This design comes from an exercise in tuning for small area, a short achievable clock period and few clock cycles on the open sky130 flow, not from production work.
Function was checked by simulation only, so behaviour that the tests miss may differ from the original.
Power is estimated from default activity; no workload was simulated.

<file path="flow/flow/run.sh">
#!/bin/bash
set -o pipefail
bash standard.sh \
  "BUFFER_PORTS_ARGS=-buffer_cell sky130_fd_sc_hd__buf_4" \
  "CTS_ARGS=-sink_clustering_enable -repair_clock_nets -dont_use_dummy_load" \
  finish > flow_make.log 2>&1
</file>
<file path="flow/standard.sh">
#!/bin/bash
# synth_recipe.tcl (not shown) runs the flow's synth.tcl, then flattens the netlist and writes it again
# the make line also repeats each setting of config.mk as NAME=value (left out here)
make -C /OpenROAD-flow-scripts/flow DESIGN_CONFIG=/design/flow/config.mk WORK_HOME=/design/flow/orfs CLKGATE_MAP_FILE= SYNTH_SCRIPT=/design/flow/synth_recipe.tcl "${@:-finish}"
</file>
<file path="flow/config.mk">
export PLATFORM = sky130hd
export DESIGN_NAME = tiny_riscv_processor
export DESIGN_NICKNAME = tiny_riscv_processor
export VERILOG_FILES = /design/flow/design.v
export SDC_FILE = /design/flow/constraint.sdc
export NUM_CORES = 4
export LEC_CHECK = 0
export ABC_CLOCK_PERIOD_IN_PS = 4000
export CAP_MARGIN = 20
export CORE_MARGIN = 2
export CORE_UTILIZATION = 35
export SETUP_SLACK_MARGIN = 5
export SLEW_MARGIN = 20
export SYNTH_HIERARCHICAL = 1
</file>
<file path="flow/constraint.sdc">
create_clock -name core_clock -period 10.0 [get_ports {i_Clk}]
set_input_delay 2.0000 -clock core_clock [delete_from_list [all_inputs] [get_ports {i_Clk}]]
set_output_delay 2.0000 -clock core_clock [all_outputs]
set_load 0.01 [all_outputs]
</file>
<file path="flow/design.v">
`default_nettype none
module tiny_riscv_processor(
    input wire i_Clk,
    input wire i_Rst_N,
    output wire [31:0] o_mem_addr,
    input wire [31:0] i_mem_data,
    output wire o_read_strobe,
    output wire [31:0] o_mem_write_data,
    output wire [3:0]  o_mem_write_mask
);
    function [31:0] rev(input [31:0] in);
        integer k;
        begin
            for (k = 0; k < 32; k = k + 1) rev[k] = in[31-k];
        end
    endfunction
    reg [29:0] pc_f;         
    reg        a_v;          
    wire [29:0] pc_d = pc_f - 30'd1;
    reg        e_v;
    reg [31:0] e_a, e_b, e_t;
    reg [4:0]  e_rd;
    reg        e_wen;        
    reg        e_ldw;        
    reg        e_ld, e_st, e_br, e_jalr, e_pred;
    reg [2:0]  e_f3;
    reg        e_sub, e_sra;
    reg [8:0]  e_sel;        
    reg        m_ld, m_st;
    reg [29:0] m_addr;
    reg [31:0] m_wdata;
    reg [3:0]  m_mask;
    reg [4:0]  m_rd;
    reg        m_wen;
    reg [2:0]  m_f3;
    reg [1:0]  m_lo;
    reg        w_v;
    reg [4:0]  w_rd;
    reg [2:0]  w_f3;
    reg [1:0]  w_lo;
    reg        l_v;
    reg [4:0]  l_rd;
    reg [31:0] l_val;
    reg [31:0] rf [1:31];
    wire m_busy = m_ld | m_st;
    assign o_mem_addr       = {m_busy ? m_addr : pc_f, 2'b00};
    assign o_read_strobe    = ~m_st;
    assign o_mem_write_data = m_wdata;
    assign o_mem_write_mask = m_mask;
    wire [31:0] w_sh = i_mem_data >> {w_lo, 3'b000};
    reg  [31:0] w_data;
    always @(*) begin
        case (w_f3[1:0])
            2'b00:   w_data = {{24{w_sh[7]  & ~w_f3[2]}}, w_sh[7:0]};
            2'b01:   w_data = {{16{w_sh[15] & ~w_f3[2]}}, w_sh[15:0]};
            default: w_data = w_sh;
        endcase
    end
    wire e_exec   = e_v;
    wire e_wr_now = e_v & e_wen;
    wire [33:0] e_sum1;
    tr_add #(.W(34)) u_alu_add (.a({1'b0, e_a, 1'b1}), .b({1'b0, e_b, e_sub}), .s(e_sum1));
    wire [32:0] e_sum  = e_sum1[33:1];
    wire e_eq, e_lt, e_ltu;
    tr_cmp u_cmp (.a(e_a), .b(e_b), .eq(e_eq), .lt(e_lt), .ltu(e_ltu));
    wire        e_left  = e_sel[1];
    wire [31:0] e_shin  = e_left ? rev(e_a) : e_a;
    wire [32:0] e_sht   = $signed({e_sra & e_a[31], e_shin}) >>> e_b[4:0];
    wire [31:0] e_shr   = e_sht[31:0];
    wire [31:0] e_res = ({32{e_sel[0]}} & e_sum[31:0]) |
                        ({32{e_sel[1]}} & rev(e_shr)) |
                        {31'd0, e_sel[2] & e_lt} |
                        {31'd0, e_sel[3] & e_ltu} |
                        ({32{e_sel[4]}} & (e_a ^ e_b)) |
                        ({32{e_sel[5]}} & e_shr) |
                        ({32{e_sel[6]}} & (e_a | e_b)) |
                        ({32{e_sel[7]}} & (e_a & e_b)) |
                        ({32{e_sel[8]}} & e_t);
    reg e_taken;
    always @(*) begin
        case (e_f3)
            3'b000:  e_taken = e_eq;
            3'b001:  e_taken = ~e_eq;
            3'b100:  e_taken = e_lt;
            3'b101:  e_taken = ~e_lt;
            3'b110:  e_taken = e_ltu;
            3'b111:  e_taken = ~e_ltu;
            default: e_taken = 1'b0;
        endcase
    end
    wire        e_redir = e_exec & (e_jalr | (e_br & (e_taken ^ e_pred)));
    wire [29:0] e_tgt   = e_jalr ? e_sum[31:2] : e_t[31:2];
    reg [31:0] e_wdata;
    reg [3:0]  e_mask;
    always @(*) begin
        case (e_f3[1:0])
            2'b00: begin
                e_wdata = {4{e_t[7:0]}};
                e_mask  = 4'b0001 << e_sum[1:0];
            end
            2'b01: begin
                e_wdata = {2{e_t[15:0]}};
                e_mask  = e_sum[1] ? 4'b1100 : 4'b0011;
            end
            default: begin
                e_wdata = e_t;
                e_mask  = 4'b1111;
            end
        endcase
    end
    wire w_keep = w_v & ~(e_wr_now & (e_rd == w_rd));
    wire [31:0] d_ins = i_mem_data;
    wire        d_val = a_v;
    wire [4:0] d_op = d_ins[6:2];
    wire d_lui   = d_op == 5'b01101;
    wire d_auipc = d_op == 5'b00101;
    wire d_jal   = d_op == 5'b11011;
    wire d_jalr  = d_op == 5'b11001;
    wire d_br    = d_op == 5'b11000;
    wire d_ld    = d_op == 5'b00000;
    wire d_st    = d_op == 5'b01000;
    wire d_alui  = d_op == 5'b00100;
    wire d_alur  = d_op == 5'b01100;
    wire d_sys   = d_op == 5'b11100;
    wire [2:0] d_f3 = d_ins[14:12];
    wire [4:0] d_rs1 = d_ins[19:15];
    wire [4:0] d_rs2 = d_ins[24:20];
    wire [4:0] d_rd  = d_ins[11:7];
    wire d_rd_nz = (d_rd != 5'd0);
    wire [31:0] d_immI = {{20{d_ins[31]}}, d_ins[31:20]};
    wire [31:0] d_immS = {{20{d_ins[31]}}, d_ins[31:25], d_ins[11:7]};
    wire [31:0] d_immB = {{19{d_ins[31]}}, d_ins[31], d_ins[7], d_ins[30:25], d_ins[11:8], 1'b0};
    wire [31:0] d_immJ = {{11{d_ins[31]}}, d_ins[31], d_ins[19:12], d_ins[20], d_ins[30:21], 1'b0};
    wire [31:0] d_immU = {d_ins[31:12], 12'd0};
    wire [29:0] d_tgtB, d_tgtJ;
    tr_add #(.W(30)) u_tgt_b (.a(pc_d), .b(d_immB[31:2]), .s(d_tgtB));
    tr_add #(.W(30)) u_tgt_j (.a(pc_d), .b(d_immJ[31:2]), .s(d_tgtJ));
    wire [29:0] d_target = d_sys ? pc_d : d_jal ? d_tgtJ : d_tgtB;
    wire [29:0] d_pc4    = pc_f;
    wire        d_pred   = d_br & d_ins[31];
    wire d_use1 = d_alur | d_alui | d_ld | d_st | d_br | d_jalr;
    wire d_use2 = d_alur | d_st | d_br;
    reg [31:0] rf_a, rf_b;
    integer r;
    always @(*) begin
        rf_a = 32'd0;
        rf_b = 32'd0;
        for (r = 1; r < 32; r = r + 1) begin
            rf_a = rf_a | (rf[r] & {32{d_rs1 == r[4:0]}});
            rf_b = rf_b | (rf[r] & {32{d_rs2 == r[4:0]}});
        end
    end
    wire eA = e_wr_now & (e_rd == d_rs1);
    wire eB = e_wr_now & (e_rd == d_rs2);
    wire wA = w_v & (w_rd == d_rs1);
    wire wB = w_v & (w_rd == d_rs2);
    wire lA = l_v & (l_rd == d_rs1);
    wire lB = l_v & (l_rd == d_rs2);
    wire aE  = ~d_lui & ~d_auipc & eA;
    wire aW  = ~d_lui & ~d_auipc & ~eA & wA;
    wire aL  = ~d_lui & ~d_auipc & ~eA & ~wA & lA;
    wire aR  = ~d_lui & ~d_auipc & ~eA & ~wA & ~lA;
    wire [31:0] d_a = ({32{aR}} & rf_a) | ({32{aE}} & e_res) | ({32{aW}} & w_data) |
                      ({32{aL}} & l_val) | ({32{d_auipc}} & {pc_d, 2'b00});
    wire bE  = eB;
    wire bW  = ~eB & wB;
    wire bL  = ~eB & ~wB & lB;
    wire bR  = ~eB & ~wB & ~lB;
    wire [31:0] d_b = ({32{bR}} & rf_b) | ({32{bE}} & e_res) | ({32{bW}} & w_data) |
                      ({32{bL}} & l_val);
    wire [31:0] d_imm = d_st ? d_immS : (d_lui | d_auipc) ? d_immU : d_immI;
    wire        d_b_rs2 = d_alur | d_br;
    wire        d_sub = d_alur & (d_f3 == 3'b000) & d_ins[30];
    wire [31:0] d_bop = d_b_rs2 ? (d_b ^ {32{d_sub}}) : d_imm;
    wire        d_t_link = d_jal | d_jalr | d_pred;
    wire [31:0] d_top = d_st ? d_b : d_t_link ? {d_pc4, 2'b00} : {d_target, 2'b00};
    wire eLA = e_exec & e_ldw & (e_rd == d_rs1);
    wire eLB = e_exec & e_ldw & (e_rd == d_rs2);
    wire mA  = m_ld & m_wen & (m_rd == d_rs1);
    wire mB  = m_ld & m_wen & (m_rd == d_rs2);
    wire d_stall = d_val & ((d_use1 & (eLA | (~eA & mA))) | (d_use2 & (eLB | (~eB & mB))));
    wire d_redir = d_val & ~d_stall & ~e_redir & (d_jal | d_sys | d_pred);
    wire drop    = d_stall & ~e_redir;
    always @(posedge i_Clk) begin
        if (e_wr_now)
            rf[e_rd] <= e_res;
        else if (l_v)
            rf[l_rd] <= l_val;
    end
    always @(posedge i_Clk) begin
        if (!i_Rst_N) begin
            pc_f   <= 30'd0;
            a_v    <= 1'b0;
            e_v    <= 1'b0;
            m_ld   <= 1'b0;
            m_st   <= 1'b0;
            m_mask <= 4'd0;
            w_v    <= 1'b0;
            l_v    <= 1'b0;
        end else begin
            if (e_redir) begin
                pc_f <= e_tgt;
                a_v  <= 1'b0;
            end else if (d_redir) begin
                pc_f <= d_target;
                a_v  <= 1'b0;
            end else if (drop) begin
                pc_f <= pc_d;
                a_v  <= 1'b0;
            end else if (!m_busy) begin
                pc_f <= pc_f + 30'd1;
                a_v  <= 1'b1;
            end else begin
                a_v  <= 1'b0;
            end
            e_v    <= d_val & ~d_stall & ~e_redir;
            m_ld   <= e_exec & e_ld;
            m_st   <= e_exec & e_st;
            m_mask <= (e_exec & e_st) ? e_mask : 4'd0;
            w_v    <= m_ld & m_wen & ~(e_wr_now & (e_rd == m_rd));
            l_v    <= w_keep;
        end
    end
    always @(posedge i_Clk) begin
        e_a    <= d_a;
        e_b    <= d_bop;
        e_t    <= d_top;
        e_rd   <= d_rd;
        e_wen  <= d_rd_nz & (d_alur | d_alui | d_lui | d_auipc | d_jal | d_jalr);
        e_ldw  <= d_rd_nz & d_ld;
        e_ld   <= d_ld;
        e_st   <= d_st;
        e_br   <= d_br;
        e_jalr <= d_jalr;
        e_sel  <= {d_jal | d_jalr,
                   {8{d_alur | d_alui}} & (8'd1 << d_f3)} |
                  {8'd0, d_lui | d_auipc};
        e_pred <= d_pred;
        e_f3   <= (d_lui | d_auipc) ? 3'b000 : d_f3;
        e_sub  <= d_sub;
        e_sra  <= d_ins[30];
        m_addr  <= e_sum[31:2];
        m_lo    <= e_sum[1:0];
        m_wdata <= e_wdata;
        m_rd    <= e_rd;
        m_wen   <= e_ldw;
        m_f3    <= e_f3;
        w_rd <= m_rd;
        w_f3 <= m_f3;
        w_lo <= m_lo;
        l_rd  <= w_rd;
        l_val <= w_data;
    end
endmodule
module tr_add #(parameter W = 32) (
    input  wire [W-1:0] a,
    input  wire [W-1:0] b,
    output wire [W-1:0] s
);
    assign s = a + b;
endmodule
module tr_cmp (
    input  wire [31:0] a,
    input  wire [31:0] b,
    output wire        eq,
    output wire        lt,
    output wire        ltu
);
    assign eq  = (a == b);
    assign ltu = (a < b);
    assign lt  = ($signed(a) < $signed(b));
endmodule
</file>
==> summary.txt, run 1 <==
- The flow ran to the end and the layout has no timing, DRC or antenna violations.
- In the final layout, the share of cells above drive strength 1 is between 10% and 20%.
- Entering global routing, the biggest net connects between 70 and 80 pins.
- The number of levels the H-tree was split into is 4.
- The max-slew violation total from the final report is 0.
- The met2 global-route usage is a little under half.
- The detailed placer's ending HPWL is between 200000 and 250000 um.
- The number of instances in the synthesized netlist is 6076.
- The critical path data required time is roughly 11000 ps.
- The number of hold-slack violations in the final timing report was 0.
- Global routing consumed, over all layers together, roughly 34% of the routing resources.
- Static timing analysis puts the maximum clock frequency at approximately 190 MHz.
- The wire length of the first global-routing pass is 475000 um.
- For met3 alone, demand over resource in global routing was between 15 and 20%.
- Counting I/O delays and the setup requirement, the final critical path takes 5190 ps.
- Setup repair after global routing could not meet its margin everywhere.
- The number of clock sinks is 1274.
- The horizontal extent of the die is roughly 450 um.
- The final-layout fill cell count is about 19000.
- The dominant delay contributor by cell family on the critical path is simple AND/OR/NAND/NOR gates.
- In the final routed layout, each cell accounts on average for approximately 41 um.
- The worst setup path is launched from an input pin.
- The source-to-sink clock delay at the later pin of the worst-skew pair is between 800 and 900 ps.
- Clock tree synthesis inserted a total of between 100 and 150 buffers.
- The most numerous cell type found on the critical path is nand2_1.
- The min-delay analysis places its worst path in the category flip-flop to flip-flop.
- The initial antenna violation count is 21.
- The die covers 199000 um2.
- The TritonCTS clock tree is built.
- Relative to the synthesized area, the layout overhead comes to 12.7%.
- The most congested layer reported by global routing is met2.
- Using the TritonRoute via totals, the vias-per-cell ratio works out to roughly 7.4.
- The worst relative slew slack is 10.9%.
- STA classifies the critical path endpoint as a flip-flop.
- The cell at the root of the clock tree is clkbuf_16.
- The iteration-0 DRC count of the detailed router is between 15000 and 20000.
- The maximum net fanout on the critical path is 24.
- Of the available clock period, the critical path in the final layout requires roughly 52%.
- For the pin with the worst max-slew slack, the measured transition is 1320 ps.
- The maximum count of clock buffers along a single path is 3.
- The final layout contains routed wiring with a total length of approximately 350000 um.
- The static leakage is 0.0272 uW.
- The detailed router placed ~64000 vias in this run.
- The critical path in this run is classified as input pin to flip-flop.
- At the worst endpoint, the arrival time is roughly 6000 ps.
- Power spread over the standard cell area amounts to 191 nW/um2.
- Yosys printed 7 warnings.
- Each instance of the synthesized netlist takes up on average about 11 um2.
- In this run the standard cell core region covers 195000 um2.
- The final net count is about 6300.
- Port buffering added 100 buffers.
- The number of search-and-repair iterations in the first detailed-routing pass is 12.
- The met1 track utilization from global routing is between 40% and 50%.
- The number of global-route vias before repair came to around 58000.
- The tightest hold path in the finished design has a slack of 337 ps.
- Max-cap violations in this run came to 0.
- Routability-driven placement finished with a final weighted congestion of just over 1.
- Setup violations remaining at the end of the flow were counted as 0.
- The power after layout is 14700 uW.
- Pin placement for this block handled 103 I/O pins.
- After detailed routing, the number of remaining DRC violations is 0.
- The slowest stage of the critical path is the nor2b_4 cell.
- After clock tree synthesis, the clock-pin slew on the worst setup and hold paths is around 60 ps.
- The starting density of the core is about a third.
- In this run the core area contains approximately 160 standard-cell rows.
- The die boundary height is 446 um.
- In the final timing run, aggregate negative setup slack is 0 ps.
- The detail route stage leaves a number of antenna-violating nets equal to 0.
- In this design, the stage delay of the slowest critical-path cell is around 630 ps.
- The mapped netlist covers slightly below 70000 um2.
- For this run the aggregate overflow at the end of global routing stands at 0.
- The signal on the critical path passes through buf_6 -> nor2b_4 -> and2_2 -> buf_4 -> a22oi_1 -> nand2_1 -> nor3_1 -> a21oi_2 -> a2bb2oi_1 -> mux2i_1 -> nand2_1.
- IR analysis of the VDD net gives a maximum drop of roughly 0.00019 V.
- The critical path contains buffers and inverters numbering 2 combined.
- The worst setup skew after layout is ~100 ps.
[area by class of cell]
type	count	area, um2	area share, %
well taps	2542	3180	4.13
inverters	184	697	0.905
diodes	12	30.0	0.0390
flip-flops and latches	1274	35500	46.0
multi-input cells	4133	31500	40.9
repair buffers	363	2910	3.78
clock buffers	130	3250	4.22
[through the flow]
step	setup slack (ps)	instances	instance area [um2]	utilization [%]
2_1_floorplan	5380	6077	68400	-
5_1_grt	4870	8627	77000	39.6
3_5_place_dp	3680	8464	72700	37.4
4_1_cts	4960	8607	76400	39.3
6_report	4810	8638	77000	39.6
3_3_place_gp	3700	8463	72700	37.3
[worst paths after layout]
| check | to | from | slack (ps) | cells after the start |
|---|---|---|---|---|
| max | e_b[13]$_DFF_P_ | i_mem_data[22] | 4810 | 11 |
| min reg2reg | w_f3[2]$_DFF_P_ | m_f3[2]$_DFF_P_ | 340 | 0 |
| max reg2reg | pc_f[25]$_SDFFE_PN0P_ | pc_f[15]$_SDFFE_PN0P_ | 4990 | 18 |
| min | w_f3[2]$_DFF_P_ | m_f3[2]$_DFF_P_ | 340 | 0 |
[worst reg2reg max path, stage by stage (launching register included)]
cell	delay (ps)
dfxtp_1	520
or4_1	700
nor3_4	330
nand3_2	190
xnor2_1	170
buf_4	220
ha_1	410
a21o_1	210
a21o_1	180
a21oi_1	140
o21ai_1	110
o21a_1	230
or4_1	400
o311ai_1	160
mux2i_1	230
a21oi_2	270
o22ai_1	130
a31oi_1	160
o221a_2	190
[power by group]
part	leakage, uW	total [uW]	switching [uW]	internal [uW]
clock network	0.00160	4260	1990	2280
registers	0.0115	6380	330	6050
logic	0.0141	4090	2720	1370
[sequential cells by signal, summed over array words and instances, names as in the netlist, 9 cells and up]
register  count
m_addr       30
e_b          32
e_t          32
e_sel         9
m_wdata      32
e_a          32
l_val        32
pc_f         30
rf          992
[layer usage]
layer	part of all wire, %	vias up	routed length (um)
li1	-	24100	-
met1	34	30600	122000
met2	39	6940	137000
met3	17	2127	59900
met4	9.7	20	34200
met5	0.11	-	385
[cells in the final DEF (no fill, tap or decap), drive strengths merged, types with 51 or more instances in the layout]
cell / n
ha: 189
o211ai: 61
and2: 51
a21oi: 260
nand2: 408
clkbuf: 131
xor2: 61
edfxtp: 992
nor2: 315
xnor2: 119
a22oi: 549
a221oi: 200
buf: 361
dfxtp: 282
nor3: 87
a22o: 210
and3: 109
mux2i: 106
inv: 181
mux4: 59
nand3: 231
mux2: 95
nand4: 147
a222oi: 100
o21ai: 176
a21o: 54
[repair_timing]
action	CTS	global route
pin swaps	7	15
resized for setup	73	109
cloned	1	2
hold buffers	0	0
buffers inserted	12	17
endpoints found under the setup margin	178	205
Testbench counts, summed over its fixed seeds: cycles 32,418.
==> inputs of run 2 (changes only) <==
--- a/flow/config.mk
+++ b/flow/config.mk
@@ -9,5 +9,5 @@
 export CAP_MARGIN = 20
 export CORE_MARGIN = 2
-export CORE_UTILIZATION = 35
+export CORE_UTILIZATION = 45
 export SETUP_SLACK_MARGIN = 5
 export SLEW_MARGIN = 20
==> run 2 against run 1 <==
Still clean. Via count shrank 0.83%. Sequential power about the same. Die area fell by 22%. Utilization grew 11 points. Total power is 0.58% higher. Final area decreased by 0.58%. Global-route usage rose by 10 points. Combinational power fell by 1%. Register-to-register slack better by 80 ps. Area after synthesis unchanged. Clock skew fell by 18 ps. Final cell count is 5.9% lower. Largest cell class unchanged.
==> summary.txt, run 2 <==
- The power density over the cells is 194 nW/um2 (+1.2%).
- The growth of design area from synthesis to finish is 12.0%.
- The least setup slack across all paths after layout is 4870 ps (+53.0 ps).
- The library cell used most frequently in the layout, excluding fill and tap cells, is edfxtp_1.
- The pin count of the biggest net entering global routing came to 77 (-1.3%).
- The highest achievable clock rate is 195 MHz (+1.0%).
- Walking the worst path, the cells encountered are buf_6 -> nor2b_2 -> buf_4 -> and2_2 -> buf_6 -> a22oi_1 -> nand3_1 -> nor4_1 -> buf_4 -> o21ai_0 -> a311o_1 -> mux2i_1 -> nand2_1.
- The cell area after synthesis is 68300 um2 (unchanged).
- The number of clock sinks came to 1274 (unchanged).
- The number of nets still failing antenna checks after routing was 0 (unchanged).
- Setup repair after global routing left no endpoint under its margin.
- The number of failing setup endpoints in the final timing report is 0 (unchanged).
- The aggregate routed wire length came to 357000 um (+0.79%).
- The number of port buffers came to 100 (unchanged).
- The maximum cell stage delay along the critical path came to 660 ps (+30 ps).
- The maximum count of clock buffers along a single path was 3 (unchanged).
- The area of the core region was 151000 um2 (-22%).
- The final-layout fill cell count is 13400 (-28%).
- The max-slew violation total from the final report is 0 (unchanged).
- The number of search-and-repair iterations in the first detailed-routing pass is 12 (unchanged).
- The final routed wire length divided by cell count is 43.9 um (+7.1%).
- In this run the critical register-to-register path is launched from e_a[31]$_DFF_P_.
- The post-CTS clock slew at the launch and capture registers of the worst setup and hold paths was 60 ps (about the same).
- The die area was 155000 um2 (-22%).
- The type of the worst min-delay path is flip-flop to flip-flop.
- The wire length of the first global-routing pass is 479000 um (+0.78%).
- The setup path with the least slack is of type input pin to flip-flop.
- The startpoint of the tightest hold check path is m_lo[1]$_DFF_P_.
- The final critical path time including I/O delays and setup is 5130 ps (-53.0 ps).
- The total track usage is 44.2% (+10 points).
- The worst setup skew after layout came to 86.0 ps (-17.8 ps).
- The average instance area after synthesis was 11.2 um2 (unchanged).
- The number of hold-slack violations in the final timing report came to 0 (unchanged).
- The total of max-cap violations is 0 (unchanged).
- The count of yosys warnings during synthesis is 7 (unchanged).
- Leaving out fill and tap cells, the most frequent cells in the layout are edfxtp_1 (992), a22oi_1 (549), nand2_1 (405).
- The share of final-layout standard cells stronger than drive strength 1 is 16.6% (+0.24 points).
- The number of levels the H-tree was split into came to 4 (unchanged).
- The highest metal layer used by the detailed router is met5.
- The via density per instance is 7.79 (+5.3%).
- The number of buffer and inverter instances along the worst setup path came to 4 (+2).
- The post-route met1 wirelength is 119000 um (-2.7%).
- The initial antenna violation count is 26 (+24%).
- In this run the worst setup path begins at i_mem_data[23].
- The maximum net fanout on the critical path is 21 (-13%).
- The tree is rooted in a clkbuf_16.
- The number of standard-cell rows in the floorplan was 143 (-12%).
- The top-level port count came to 103 (unchanged).
- The dominant delay contributor by cell family on the critical path is simple AND/OR/NAND/NOR gates.
- rf holds more flip-flops than any other register.
- On the critical path, the stage with the largest delay is an instance of and2_2.
- The worst path arrival time is 5740 ps (-100 ps).
- The ratio of final minimum period to clock period is 51.3% (-0.53 points).
- The number of flip-flops under the largest register name is 992 (unchanged).
- The slew at the pin closest to its max-slew limit is 1300 ps (-22.3 ps).
- The number of clock buffers inserted by TritonCTS is 138 (+6.2%).
- The total met3 wirelength after detailed routing is 53000 um (-11%).
- The worst-case vdd ir drop came to 0.000176 V (-8.0%).
- The iteration-0 DRC count of the detailed router is 13300 (-12%).
- The horizontal extent of the die was 394 um (-12%).
- The die boundary height was 394 um (-12%).
- The final weighted congestion of routability-driven global placement is 1.05 (+1.9%).
- The number of instances in the synthesized netlist is 6076 (unchanged).
- The kind of end point of the critical path is a flip-flop.
- The sum of negative setup slack is 0 ps (unchanged).
- The source-to-sink clock delay at the later pin of the worst-skew pair is 800 ps (about the same).
- The critical path data required time is 10610 ps (-40 ps).
- The final core utilization is 50.6% (+11 points).
- The detailed placer's ending HPWL is 223000 um (+4.0%).
- The vias after detailed routing came to 63300 (-0.83%).
- STA classifies the critical path startpoint as an input pin.
- The static leakage came to 0.0273 uW (+0.40%).
- The TritonCTS clock tree is built.
- The aggregate global routing overflow was 0 (unchanged).
- The total DRC errors in the routed layout is 0 (unchanged).
- The post-placement setup slack is 3440 ps (-235 ps).
- The final net count is 6319 (+0.11%).
- The worst relative slew slack is 12.4% (+1.5 points).
- The routed length on met2 is 147000 um (+6.6%).
- The starting density of the core is 45.2% (+10 points).
- The flow ran to the end and the layout has no timing, DRC or antenna violations.
- The number of global-route vias before repair is 58800 (+1.1%).
run 2: metal layers:
| layer | vias up | GRT usage [%] |
|---|---|---|
| met5 | - | 0.277 |
| met4 | 14 | 35.7 |
| met3 | 2210 | 16.3 |
| met2 | 6563 | 64.2 |
| met1 | 30400 | 52.5 |
| li1 | 24200 | - |
run 2: power by group:
| part | switching [uW] | total [uW] | internal [uW] |
|---|---|---|---|
| logic | 2680 | 4050 | 1360 |
| registers | 321 | 6380 | 6050 |
| clock network | 1990 | 4400 | 2410 |
| total | 4990 | 14800 | 9830 |
run 2: what timing repair did:
action,in CTS,in global routing
resized for setup,96,94
cloned,1,1
buffers inserted,10,15
hold buffers,0,0
pin swaps,10,22
endpoints found under the setup margin,126,161
run 2: area by class of cell:
type | instances | area (um2) | share of cell area, %
multi-input cells | 4132 | 31500 | 41.1
clock buffers | 138 | 3450 | 4.51
flip-flops and latches | 1274 | 35500 | 46.3
well taps | 2030 | 2540 | 3.32
diodes | 11 | 27.5 | 0.0359
repair buffers | 363 | 2900 | 3.78
inverters | 184 | 697 | 0.910
run 2: path summary, 6_finish.rpt:
check	endpoint	slack (ps)	depth (start not counted)
setup reg to reg	pc_f[24]$_SDFFE_PN0P_	5070	18
setup / recovery	e_b[16]$_DFF_P_	4870	13
hold / removal	w_lo[1]$_DFF_P_	330	0
hold reg to reg	w_lo[1]$_DFF_P_	330	0
run 2: stage by stage:
step / std cells / instance area (um2) / hold WS, ps / total power [uW]
2_1_floorplan: 6077 / 68400 / 310 / 8530
3_3_place_gp: 7955 / 72100 / 317 / 10200
3_5_place_dp: 7956 / 72100 / 317 / 10200
4_1_cts: 8105 / 76000 / 329 / 14600
5_1_grt: 8121 / 76500 / 342 / 15200
6_report: 8132 / 76600 / 330 / 14800
==> inputs of run 3 (changes only) <==
==> flow/run.sh (new file) <==
#!/bin/bash
# synth_recipe.tcl (not shown) runs the flow's synth.tcl, then flattens the netlist and writes it again
# the make line also repeats each setting of config.mk as NAME=value (left out here)
make -C /OpenROAD-flow-scripts/flow DESIGN_CONFIG=/design/flow/config.mk WORK_HOME=/design/flow/orfs CLKGATE_MAP_FILE= SYNTH_SCRIPT=/design/flow/synth_recipe.tcl finish
--- a/flow/config.mk
+++ b/flow/config.mk
@@ -9,5 +9,5 @@
 export CAP_MARGIN = 20
 export CORE_MARGIN = 2
-export CORE_UTILIZATION = 45
+export CORE_UTILIZATION = 35
 export SETUP_SLACK_MARGIN = 5
 export SLEW_MARGIN = 20
removed: flow/flow/run.sh
removed: flow/standard.sh
==> run 3 against run 2 <==
Routed wire length up 1.3%. Synthesized cell count stayed put. Register-to-register slack worse by 20 ps. Critical path type unchanged. Clock skew decreased by 21 ps. Sequential share of layout area decreased by 1.4 points. Utilization decreased by 10 points. Highest routed layer unchanged. Worst setup slack lost 75 ps.
==> summary.txt, run 3 <==
- The flow ran to the end and the layout has no timing, DRC or antenna violations.
- The relative contribution of sequential cells to total power is 40.8% (-2.2 points).
- The final weighted congestion of routability-driven global placement is 1.03 (-2.0%).
- The total DRC errors in the routed layout is 0 (unchanged).
- The number of instances in the synthesized netlist was 6076 (unchanged).
- The type of the worst min-delay path is flip-flop to flip-flop.
- The critical path data required time was 10680 ps (+70 ps).
- The worst relative slew slack is 15.8% (+3.3 points).
- The number of failing setup endpoints in the final timing report is 0 (unchanged).
- The maximum net fanout on the critical path is 23 (+9.5%).
- The final-layout fill cell count is 18400 (+38%).
- The growth of design area from synthesis to finish is 15.4%.
- The number of nets still failing antenna checks after routing is 0 (unchanged).
- The power after layout came to 15700 uW (+5.9%).
- The number of clock sinks is 1274 (unchanged).
- The power density over the cells is 199 nW/um2 (+2.8%).
- The worst setup path is launched from an input pin.
- The post-CTS clock slew at the launch and capture registers of the worst setup and hold paths is 70 ps (about the same).
- The die area is 199000 um2 (+28%).
- The maximum count of clock buffers along a single path was 3 (unchanged).
- The length in cells of the worst reg-to-reg path is 16 (-2).
- The critical path in this run is classified as input pin to flip-flop.
- The register with the most flip-flops is rf.
- The slew at the pin closest to its max-slew limit was 1250 ps (-49.6 ps).
- The cell area after synthesis came to 68300 um2 (unchanged).
- The die boundary height is 446 um (+13%).
- The area of combinational cells with multiple inputs was 31600 um2 (+0.50%).
- The final routed wire length divided by cell count came to 41.2 um (-6.1%).
- In this run the critical register-to-register path is launched from pc_f[4]$_SDFFE_PN0P_.
- The endpoint of the most critical register-to-register path is e_t[15]$_DFF_P_.
- The worst path arrival time is 5890 ps (+150 ps).
- The number of global-route vias before repair is 59200 (+0.75%).
- The count of yosys warnings during synthesis was 7 (unchanged).
- Setup repair after global routing could not meet its margin everywhere.
- The via density per instance came to 7.35 (-5.6%).
- The area of the core region is 195000 um2 (+29%).
- The worst setup skew after layout is 65.0 ps (-21.0 ps).
- TritonCTS built the clock tree.
- The final critical path time including I/O delays and setup is 5210 ps (+75.1 ps).
- The startpoint of the tightest hold check path is m_f3[2]$_DFF_P_.
- The worst-case vdd ir drop is 0.000194 V (+9.9%).
- The proportion of power drawn by combinational gates came to 26.6% (-0.7 points).
- The final worst hold slack is 339 ps (+8.94 ps).
- The total of max-cap violations came to 0 (unchanged).
- The least setup slack across all paths after layout came to 4790 ps (-75.1 ps).
- The iteration-0 DRC count of the detailed router is 14200 (+6.6%).
- The register-to-register path setup slack is 5050 ps (-20 ps).
- The aggregate global routing overflow is 0 (unchanged).
- The top-level port count is 103 (unchanged).
- The sequential cell area in the final layout is 35500 um2 (about the same).
- For hold timing, the worst endpoint is w_f3[2]$_DFF_P_.
- The post-placement setup slack is 3030 ps (-407 ps).
- The pin count of the biggest net entering global routing is 73 (-5.2%).
- The total track usage came to 34.9% (-9.3 points).
- The number of flip-flops under the largest register name is 992 (unchanged).
- The final net count is 6343 (+0.38%).
- The internal power contribution came to 10300 uW (+4.4%).
- The highest achievable clock rate is 192 MHz (-1.4%).
- The initial antenna violation count is 24 (-7.7%).
- The number of clock buffers inserted by TritonCTS is 132 (-4.3%).
- The power spent charging and discharging nets is 5430 uW (+8.9%).
- The switching power share of the total is 34.6% (+0.94 points).
- The source-to-sink clock delay at the later pin of the worst-skew pair came to 840 ps (+40 ps).
- The number of port buffers is 100 (unchanged).
- Leaving out fill and tap cells, the most frequent cell in the layout is edfxtp_1.
- The clock share of power came to 32.6% (+2.9 points).
- The library cells used most frequently in the layout, excluding fill and tap cells, are edfxtp_1 (992), a22oi_1 (549), nand2_1 (406).
- The number of hold-slack violations in the final timing report is 0 (unchanged).
- The aggregate routed wire length is 361000 um (+1.3%).
- The cell depth of the worst min-delay path is 0 (unchanged).
- The post-place instance area was 73100 um2 (+1.3%).
- The average instance area after synthesis is 11.2 um2 (unchanged).
- The starting density of the core is 35.1% (-10 points).
- The number of search-and-repair iterations in the first detailed-routing pass is 14 (+2).
- The sum of negative setup slack was 0 ps (unchanged).
- The max-slew violation total from the final report was 0 (unchanged).
- The wire length of the first global-routing pass was 484000 um (+1.1%).
- The number of standard-cell rows in the floorplan came to 162 (+13%).
- The cell at the root of the clock tree is clkbuf_16.
- The number of levels the H-tree was split into is 4 (unchanged).
- The total non-filler cell area in the finished layout is 78900 um2 (+3.0%).
- The worst setup path is captured at a flip-flop.
- The horizontal extent of the die came to 446 um (+13%).
- The share of final-layout standard cells stronger than drive strength 1 is 16.4% (-0.18 points).
- The detailed placer's ending HPWL is 222000 um (-0.72%).
- The ratio of final minimum period to clock period came to 52.1% (+0.75 points).
- The static leakage is 0.0279 uW (+2.0%).
- The vias after detailed routing was 64500 (+1.9%).
==> run 3: changes by cell type in the layout (fill, tap and decap cells not counted), sizes merged, moves of 3 or more <==
cell	before	now
buf	360	290
bufinv	0	11
clkbuf	141	170
clkdlybuf4s15	0	3
clkdlybuf4s50	0	77
clkinv	2	57
clkinvlp	1	10
dlygate4sd2	0	6
dlymetal6s2s	0	4
inv	181	187
==> run 3: what timing repair did <==
item	CTS	global route
buffers inserted	19	25
cloned	2	2
pin swaps	9	22
setup endpoints to repair	190	274
gates resized for setup	140	147
hold buffers	0	0
==> run 3: final cells by class <==
type                            count  share of cell area, %
Antenna cell                       12                 0.0381
Clock inverter                     80                   1.27
Multi-Input combinational cell   4133                   40.1
Tap cell                         2542                   4.03
Inverter                          184                  0.888
Timing Repair Buffer              391                   4.32
Sequential cell                  1274                   45.0
Timing Repair inverter              1                0.00635
Clock buffer                      160                   4.36
==> run 3: how the worst max path moves through the flow <==
stage	startpoint	endpoint	slack, ps	cells past startpoint
floorplan	i_mem_data[9]	pc_f[24]$_SDFFE_PN0P_	5380	15
global placement	i_mem_data[3]	e_b[23]$_DFF_P_	2760	11
detailed placement	i_mem_data[3]	e_b[23]$_DFF_P_	3030	11
CTS	pc_f[14]$_SDFFE_PN0P_	pc_f[25]$_SDFFE_PN0P_	4990	18
global route	i_mem_data[23]	e_b[24]$_DFF_P_	4930	13
finish	i_mem_data[22]	e_t[16]$_DFF_P_	4790	14
==> run 3: power by group through the flow <==
stage | registers, uW | logic [uW] | clock network (uW)
2_1_floorplan | 6340 | 2190 | 0
3_3_place_gp | 6480 | 3770 | 0
3_5_place_dp | 6480 | 3800 | 0
4_1_cts | 6370 | 3890 | 5100
5_1_grt | 6390 | 4290 | 5330
6_report | 6400 | 4180 | 5120
==> run 3: critical path, stage by stage <==
cell      delay (ps)
clkbuf_4         270
buf_8            230
nor2b_2          180
buf_4            380
and2_4           520
buf_4            490
a222oi_1         170
nand3_1          140
nor4_2            60
buf_4            170
o21ai_0          450
a311o_1          310
nand2_1          160
o21ai_0          240
==> run 3: layer usage <==
metal	wire length, um	track usage [%]	vias to the layer above
met4	34900	24.7	24
met3	61400	15.4	2138
met1	123000	42.7	31100
met5	305	0.855	-
li1	-	-	24300
met2	142000	48.6	6951
==> run 3: metrics by stage <==
| step | instances | util [%] |
|---|---|---|
| final | 8777 | 40.5 |
| after global routing | 8767 | 40.5 |
| after CTS | 8736 | 40.1 |
| after detailed placement | 8475 | 37.5 |
| after global placement | 8471 | 37.5 |
| after floorplan | 6077 | - |

-- separate check: timing with driven ports --
No port has a modelled driver above. Below, the same layouts with a new extraction and two added sets of constraints. Step 1, drivers: a clkbuf_16 drives i_Clk and a buf_2 each remaining input, both assumed. Step 2 also shifts input and output timing later by t, the mid clock arrival at the registers, as if the neighbouring blocks saw the same clock. Three values: ideal ports, drivers, drivers and shift; two values: the first two.
| run | t, ns | setup WS [ns] | worst hold slack (ns) | worst setup path at the end | worst register clock-pin slew, ns |
|---|---|---|---|---|---|
| run 1 | 0.845 | 4.812 / 4.776 / 3.931 | 0.337 / 0.337 / 0.337 | input to register | 0.07 / 0.07 |
| run 2 | 0.838 | 4.865 / 4.812 / 3.974 | 0.330 / 0.330 / 0.330 | input to register | 0.07 / 0.07 |
| run 3 | 0.891 | 4.790 / 4.844 / 3.953 | 0.339 / 0.339 / 0.339 | input to register | 0.07 / 0.07 |
After both steps every run listed still meets setup and hold. The setup slack of run 2, which loses most, moves by -0.053 ns with the drivers and by -0.891 ns with both steps.
